Source: an optimization exercise on an open RTL-to-GDS flow (aim: small area and a short achievable clock period). Production flows keep margins and buffers that such runs may drop. Function was checked by simulation only, so behaviour that the tests miss may differ from the original. The clock port is modelled as an ideal driver, which makes a skipped or thinned clock tree look cheaper than it is; a real chip needs a root buffer or a tree.

==> inputs of run A <==
==> flow/design.v <==
module cmpshift(clk,a,b,ex,mx,my,sg,sx);
input clk;
input [31:0] a,b;
output reg [7:0] ex;
output reg [22:0] mx;
output reg [23:0] my;
output reg sg,sx;
wire [7:0] e1 = a[30:23];
wire [7:0] e2 = b[30:23];
wire [8:0] d12 = {1'b0,e1} - {1'b0,e2};
wire [7:0] d21 = e2 - e1;
wire ge = ~d12[8];
wire [7:0] diff = ge ? d12[7:0] : d21;
wire [23:0] ms = ge ? {1'b1,b[22:0]} : {1'b1,a[22:0]};
wire big = (|diff[7:5]) | (diff[4] & diff[3]);
wire [23:0] sh = ms >> diff[4:0];
always @(posedge clk) begin
  ex <= (ge ? e1 : e2) + 8'h81;
  mx <= ge ? a[22:0] : b[22:0];
  my <= big ? 24'd0 : sh;
  sg <= ge ? a[31] : b[31];
  sx <= a[31] ^ b[31];
end
endmodule
module faddsub(clk,ex,mx,my,sg,sx,t,ex_o,sg_o);
input clk;
input [7:0] ex;
input [22:0] mx;
input [23:0] my;
input sg,sx;
output reg [23:0] t;
output reg [7:0] ex_o;
output reg sg_o;
wire [24:0] sum = {2'b01,mx} + {1'b0,my};
wire neg = sum[24] & sx;
reg [24:0] low;
integer i;
always @* begin
  low[0] = 1'b0;
  for (i = 1; i < 25; i = i + 1)
    low[i] = low[i-1] | sum[i-1];
end
wire [24:0] m = sum ^ ({25{neg}} & low);
always @(posedge clk) begin
  t <= m[24:1];
  ex_o <= ex;
  sg_o <= sg ^ neg;
end
endmodule
module buffer2(clk,t,ex,sg,q);
input clk;
input [23:0] t;
input [7:0] ex;
input sg;
output reg [31:0] q;
wire z4 = ~|t[23:20];
wire [23:0] t3 = z4 ? {t[19:0],4'd0} : t;
wire z2 = ~|t3[23:22];
wire [23:0] t4 = z2 ? {t3[21:0],2'd0} : t3;
wire z1 = ~t4[23];
wire [22:0] t5 = z1 ? t4[21:0] << 1 : t4[22:0];
always @(posedge clk)
  q <= {sg, ex - {5'd0,z4,z2,z1}, t5};
endmodule
module normalized(clk,t,ex,sg,t_o,ex_o,sg_o);
input clk;
input [23:0] t;
input [7:0] ex;
input sg;
output reg [23:0] t_o;
output reg [7:0] ex_o;
output reg sg_o;
wire z16 = ~|t[23:8];
wire [23:0] t1 = z16 ? {t[7:0],16'd0} : t;
wire z8 = ~|t1[23:16];
wire [23:0] t2 = z8 ? {t1[15:0],8'd0} : t1;
always @(posedge clk) begin
  t_o <= t2;
  ex_o <= {ex[7:3] - {3'd0,z16,z8}, ex[2:0]};
  sg_o <= sg;
end
endmodule
module fpadd(a,b,clk,out);
input [31:0] a,b;
input clk;
output [31:0] out;
reg [31:0] ra, rb;
always @(posedge clk) begin
  ra <= a;
  rb <= b;
end
wire [7:0] ex2;
wire [22:0] mx2;
wire [23:0] my2;
wire sg2, sx2;
cmpshift u_cmp(.clk(clk), .a(ra), .b(rb), .ex(ex2), .mx(mx2), .my(my2), .sg(sg2), .sx(sx2));
wire [23:0] t3;
wire [7:0] ex3;
wire sg3;
faddsub u_add(.clk(clk), .ex(ex2), .mx(mx2), .my(my2), .sg(sg2), .sx(sx2), .t(t3), .ex_o(ex3), .sg_o(sg3));
wire [23:0] t4;
wire [7:0] ex4;
wire sg4;
normalized u_norm(.clk(clk), .t(t3), .ex(ex3), .sg(sg3), .t_o(t4), .ex_o(ex4), .sg_o(sg4));
buffer2 u_out(.clk(clk), .t(t4), .ex(ex4), .sg(sg4), .q(out));
endmodule
==> flow/flow/run.sh <==
#!/bin/bash
# Standard ORFS layout, with plain buffers (not delay cells) on the ports.
set -euo pipefail
export BUFFER_PORTS_ARGS="-buffer_cell sky130_fd_sc_hd__buf_2"
bash standard.sh > standard.log 2>&1
==> flow/standard.sh <==
#!/bin/bash
# synth_recipe.tcl (not shown) runs the flow's synth.tcl, then flattens the netlist and writes it again
# the make line also repeats each setting of config.mk as NAME=value (left out here)
make -C /OpenROAD-flow-scripts/flow DESIGN_CONFIG=/design/flow/config.mk WORK_HOME=/design/flow/orfs CLKGATE_MAP_FILE= SYNTH_SCRIPT=/design/flow/synth_recipe.tcl "${@:-finish}"
==> flow/config.mk <==
export PLATFORM = sky130hd
export DESIGN_NAME = fpadd
export DESIGN_NICKNAME = fpadd
export VERILOG_FILES = /design/flow/design.v
export SDC_FILE = /design/flow/constraint.sdc
export NUM_CORES = 4
export LEC_CHECK = 0
export ABC_AREA = 1
export CAP_MARGIN = 20
export CORE_MARGIN = 2
export CORE_UTILIZATION = 40
export SLEW_MARGIN = 20
==> flow/constraint.sdc <==
create_clock -name core_clock -period 13.0 [get_ports {clk}]
set_input_delay 2.6000 -clock core_clock [delete_from_list [all_inputs] [get_ports {clk}]]
set_output_delay 2.6000 -clock core_clock [all_outputs]
set_load 0.01 [all_outputs]
==> run Y (differences from run A) <==
==> flow/design.v, changed modules only <==
module cmpshift(clk,a,b,ge_m,lt_x,ex,mx,my,sg,sx);
input clk;
input [31:0] a,b;
input ge_m,lt_x;
output reg [7:0] ex;
output reg [22:0] mx;
output reg [23:0] my;
output reg sg,sx;
wire [7:0] e1 = a[30:23];
wire [7:0] e2 = b[30:23];
wire [7:0] emax = lt_x ? e2 : e1;
wire [7:0] emin = lt_x ? e1 : e2;
wire [7:0] diff = emax - emin;
wire [23:0] ms = ge_m ? {1'b1,b[22:0]} : {1'b1,a[22:0]};
wire big = (|diff[7:5]) | (diff[4] & diff[3]);
wire [23:0] sh = ms >> diff[4:0];
always @(posedge clk) begin
  ex <= emax + 8'h81;
  mx <= lt_x ? b[22:0] : a[22:0];
  my <= big ? 24'd0 : sh;
  sg <= lt_x ? b[31] : a[31];
  sx <= a[31] ^ b[31];
end
endmodule
module buffer2(clk,t,ex,sg,q);
input clk;
input [23:0] t;
input [7:0] ex;
input sg;
output reg [31:0] q;
wire [7:0] h = t[23:16];
wire [2:0] lz;
assign lz[2] = ~|h[7:4];
assign lz[1] = lz[2] ? ~|h[3:2] : ~|h[7:6];
assign lz[0] = lz[2] ? (lz[1] ? ~h[1] : ~h[3]) : (lz[1] ? ~h[5] : ~h[7]);
wire [23:0] tn = t << lz;
always @(posedge clk)
  q <= {sg, ex - {5'd0,lz}, tn[22:0]};
endmodule
module fpadd(a,b,clk,out);
input [31:0] a,b;
input clk;
output [31:0] out;
reg [31:0] ra, rb;
reg ge_m, lt_x;
always @(posedge clk) begin
  ra <= a;
  rb <= b;
  ge_m <= a[30:23] >= b[30:23];
  lt_x <= a[30:23] < b[30:23];
end
wire [7:0] ex2;
wire [22:0] mx2;
wire [23:0] my2;
wire sg2, sx2;
cmpshift u_cmp(.clk(clk), .a(ra), .b(rb), .ge_m(ge_m), .lt_x(lt_x), .ex(ex2), .mx(mx2), .my(my2), .sg(sg2), .sx(sx2));
wire [23:0] t3;
wire [7:0] ex3;
wire sg3;
faddsub u_add(.clk(clk), .ex(ex2), .mx(mx2), .my(my2), .sg(sg2), .sx(sx2), .t(t3), .ex_o(ex3), .sg_o(sg3));
wire [23:0] t4;
wire [7:0] ex4;
wire sg4;
normalized u_norm(.clk(clk), .t(t3), .ex(ex3), .sg(sg3), .t_o(t4), .ex_o(ex4), .sg_o(sg4));
buffer2 u_out(.clk(clk), .t(t4), .ex(ex4), .sg(sg4), .q(out));
endmodule
==> flow/flow/run.sh (replaced) <==
#!/bin/bash
# Standard ORFS layout with three changes: plain buffers (not delay cells)
# on the ports; a two-level inverter clock tree in place of TritonCTS
# (flow/cts_hook.tcl); and timing repair asked to leave more setup slack
# than the clock needs, so that it buffers and sizes the slowest paths.
set -euo pipefail
here=$(pwd)
export BUFFER_PORTS_ARGS="-buffer_cell sky130_fd_sc_hd__buf_2"
export SETUP_SLACK_MARGIN=9.65
export PRE_CTS_TCL=$here/flow/cts_hook.tcl
export MANTREE_LEAVES=10
bash standard.sh > standard.log 2>&1
==> flow/flow/cts_hook.tcl (new file) <==
# Sourced by ORFS's cts.tcl before it builds the clock tree: replaces
# TritonCTS with a two-level inverter tree (mantree.tcl), which has less
# insertion delay on a design this small.
source [file join [file dirname [info script]] mantree.tcl]
rename clock_tree_synthesis _tritoncts
proc clock_tree_synthesis {args} {
  mantree_build $::env(MANTREE_LEAVES) sky130_fd_sc_hd__clkinv_8 sky130_fd_sc_hd__clkinv_16
  global_connect
  set_propagated_clock [all_clocks]
}
==> flow/flow/mantree.tcl (new file) <==
# Build a two-level clock tree: one root buffer driving K leaf buffers,
# each leaf driving the flip-flops of one k-means cluster.
proc mantree_build {K leafcell rootcell} {
  set db [ord::get_db]
  set block [ord::get_db_block]
  set clknet [$block findNet clk]
  set sinks {}
  set xs {}; set ys {}
  foreach it [$clknet getITerms] {
    set inst [$it getInst]
    set bb [$inst getBBox]
    lappend sinks $it
    lappend xs [expr {([$bb xMin] + [$bb xMax]) / 2.0}]
    lappend ys [expr {([$bb yMin] + [$bb yMax]) / 2.0}]
  }
  set n [llength $sinks]
  # k-means, seeded by sorting along x then y in strips
  set idx [lsort -integer -command [list apply {{xs a b} {expr {[lindex $xs $a] < [lindex $xs $b] ? -1 : 1}}} $xs] [lrange [list_range $n] 0 end]]
  set cx {}; set cy {}
  for {set k 0} {$k < $K} {incr k} {
    set i [lindex $idx [expr {int(($k + 0.5) * $n / $K)}]]
    lappend cx [lindex $xs $i]; lappend cy [lindex $ys $i]
  }
  set cap [expr {int(ceil(1.0 * $n / $K)) + 2}]
  for {set iter 0} {$iter < 30} {incr iter} {
    # balanced assignment: greedy by distance with capacity
    set pairs {}
    for {set i 0} {$i < $n} {incr i} {
      for {set k 0} {$k < $K} {incr k} {
        set d [expr {abs([lindex $xs $i] - [lindex $cx $k]) + abs([lindex $ys $i] - [lindex $cy $k])}]
        lappend pairs [list $d $i $k]
      }
    }
    set pairs [lsort -real -index 0 $pairs]
    set asg [lrepeat $n -1]
    set cnt [lrepeat $K 0]
    foreach p $pairs {
      lassign $p d i k
      if {[lindex $asg $i] >= 0} continue
      if {[lindex $cnt $k] >= $cap} continue
      lset asg $i $k
      lset cnt $k [expr {[lindex $cnt $k] + 1}]
    }
    set sx [lrepeat $K 0.0]; set sy [lrepeat $K 0.0]
    for {set i 0} {$i < $n} {incr i} {
      set k [lindex $asg $i]
      lset sx $k [expr {[lindex $sx $k] + [lindex $xs $i]}]
      lset sy $k [expr {[lindex $sy $k] + [lindex $ys $i]}]
    }
    for {set k 0} {$k < $K} {incr k} {
      if {[lindex $cnt $k] > 0} {
        lset cx $k [expr {[lindex $sx $k] / [lindex $cnt $k]}]
        lset cy $k [expr {[lindex $sy $k] / [lindex $cnt $k]}]
      }
    }
  }
  set leafm [$db findMaster $leafcell]
  set rootm [$db findMaster $rootcell]
  # root at the centroid of the leaves
  set rx 0.0; set ry 0.0
  for {set k 0} {$k < $K} {incr k} { set rx [expr {$rx + [lindex $cx $k]}]; set ry [expr {$ry + [lindex $cy $k]}] }
  set rx [expr {int($rx / $K)}]; set ry [expr {int($ry / $K)}]
  set root [odb::dbInst_create $block $rootm "clkroot"]
  $root setLocation $rx $ry
  $root setPlacementStatus PLACED
  set rnet [odb::dbNet_create $block "clknet_root"]
  $rnet setSigType CLOCK
  set leafnets {}
  for {set k 0} {$k < $K} {incr k} {
    set b [odb::dbInst_create $block $leafm "clkleaf_$k"]
    $b setLocation [expr {int([lindex $cx $k])}] [expr {int([lindex $cy $k])}]
    $b setPlacementStatus PLACED
    set ln [odb::dbNet_create $block "clknet_leaf_$k"]
    $ln setSigType CLOCK
    [$b findITerm A] connect $rnet
    [mantree_out $b] connect $ln
    lappend leafnets $ln
  }
  for {set i 0} {$i < $n} {incr i} {
    set it [lindex $sinks $i]
    $it disconnect
    $it connect [lindex $leafnets [lindex $asg $i]]
  }
  [$root findITerm A] connect $clknet
  [mantree_out $root] connect $rnet
  puts "mantree: $n sinks, $K leaves, counts $cnt"
}
proc list_range {n} { set l {}; for {set i 0} {$i < $n} {incr i} { lappend l $i }; return $l }
proc mantree_out {inst} {
  set it [$inst findITerm X]
  if {$it eq "NULL" || $it eq ""} { set it [$inst findITerm Y] }
  return $it
}
CORE_UTILIZATION = 60   (was 40)
CTS_CLUSTER_DIAMETER = 150   (was not set)
CTS_CLUSTER_SIZE = 24   (was not set)
PLACE_DENSITY = 0.7   (was not set)
==> summary.txt <==
| metric | run Y | run A |
|---|---|---|
| Result of the run | timing/DRC/antenna clean | timing/DRC/antenna clean |
| Library cell contributing the largest single delay on the critical path | sky130_fd_sc_hd__dfxtp_1 | sky130_fd_sc_hd__buf_4 |
| Clock latency reported for the late side of the worst-skew pair | 280 ps | 520 ps |
| Worst setup skew after layout | 21.83 ps | 23.78 ps |
| DP Wirelength | 15910 um | 15910 um |
| Post-Syn Area | 0.009879 mm^2 | 0.01006 mm^2 |
| Register share of the cell area | 40.35% | 37.58% |
| Register area | 0.004442 mm^2 | 0.004384 mm^2 |
| Worst Slack Setup Final | 9671 ps | 8831 ps |
| Clock transition at the registers of the reported paths | 100 ps | 60 ps |
| Placed cell areas | 0.01054 mm^2 | 0.01079 mm^2 |
| Synth Instances | 1233 | 1264 |
| Floorplan core area | 0.01600 mm^2 | 0.02496 mm^2 |
The clock cells of run Y come from the design's own scripts or RTL, not from TritonCTS.

## afterwards: timing with drivers on the ports
Ports are ideal in the flow. The routed layouts listed here were re-timed in OpenROAD. Step 1 assumes that a clkbuf_16 drives the clock port and a buf_2 every other input. Step 2 adds t to the input delays and takes it off the output delays; t is the mean of the earliest and latest rising clock arrival at the registers after step 1. Input paths then give back, and output paths get back, about the clock's delay inside the block. Slacks: ideal ports / drivers / drivers and shift; pairs: ideal ports / drivers.
run | shift t [ns] | setup slack, ns | worst setup path after step 2
run A | 0.558 | 8.831 / 8.831 / 8.831 | register to register
run Y | 0.347 | 9.671 / 9.595 / 9.404 | input to register
After both steps setup and hold are still met in every run listed. For run Y, which loses most, drivers alone change the setup slack by -0.076 ns; drivers and shift together by -0.267 ns.
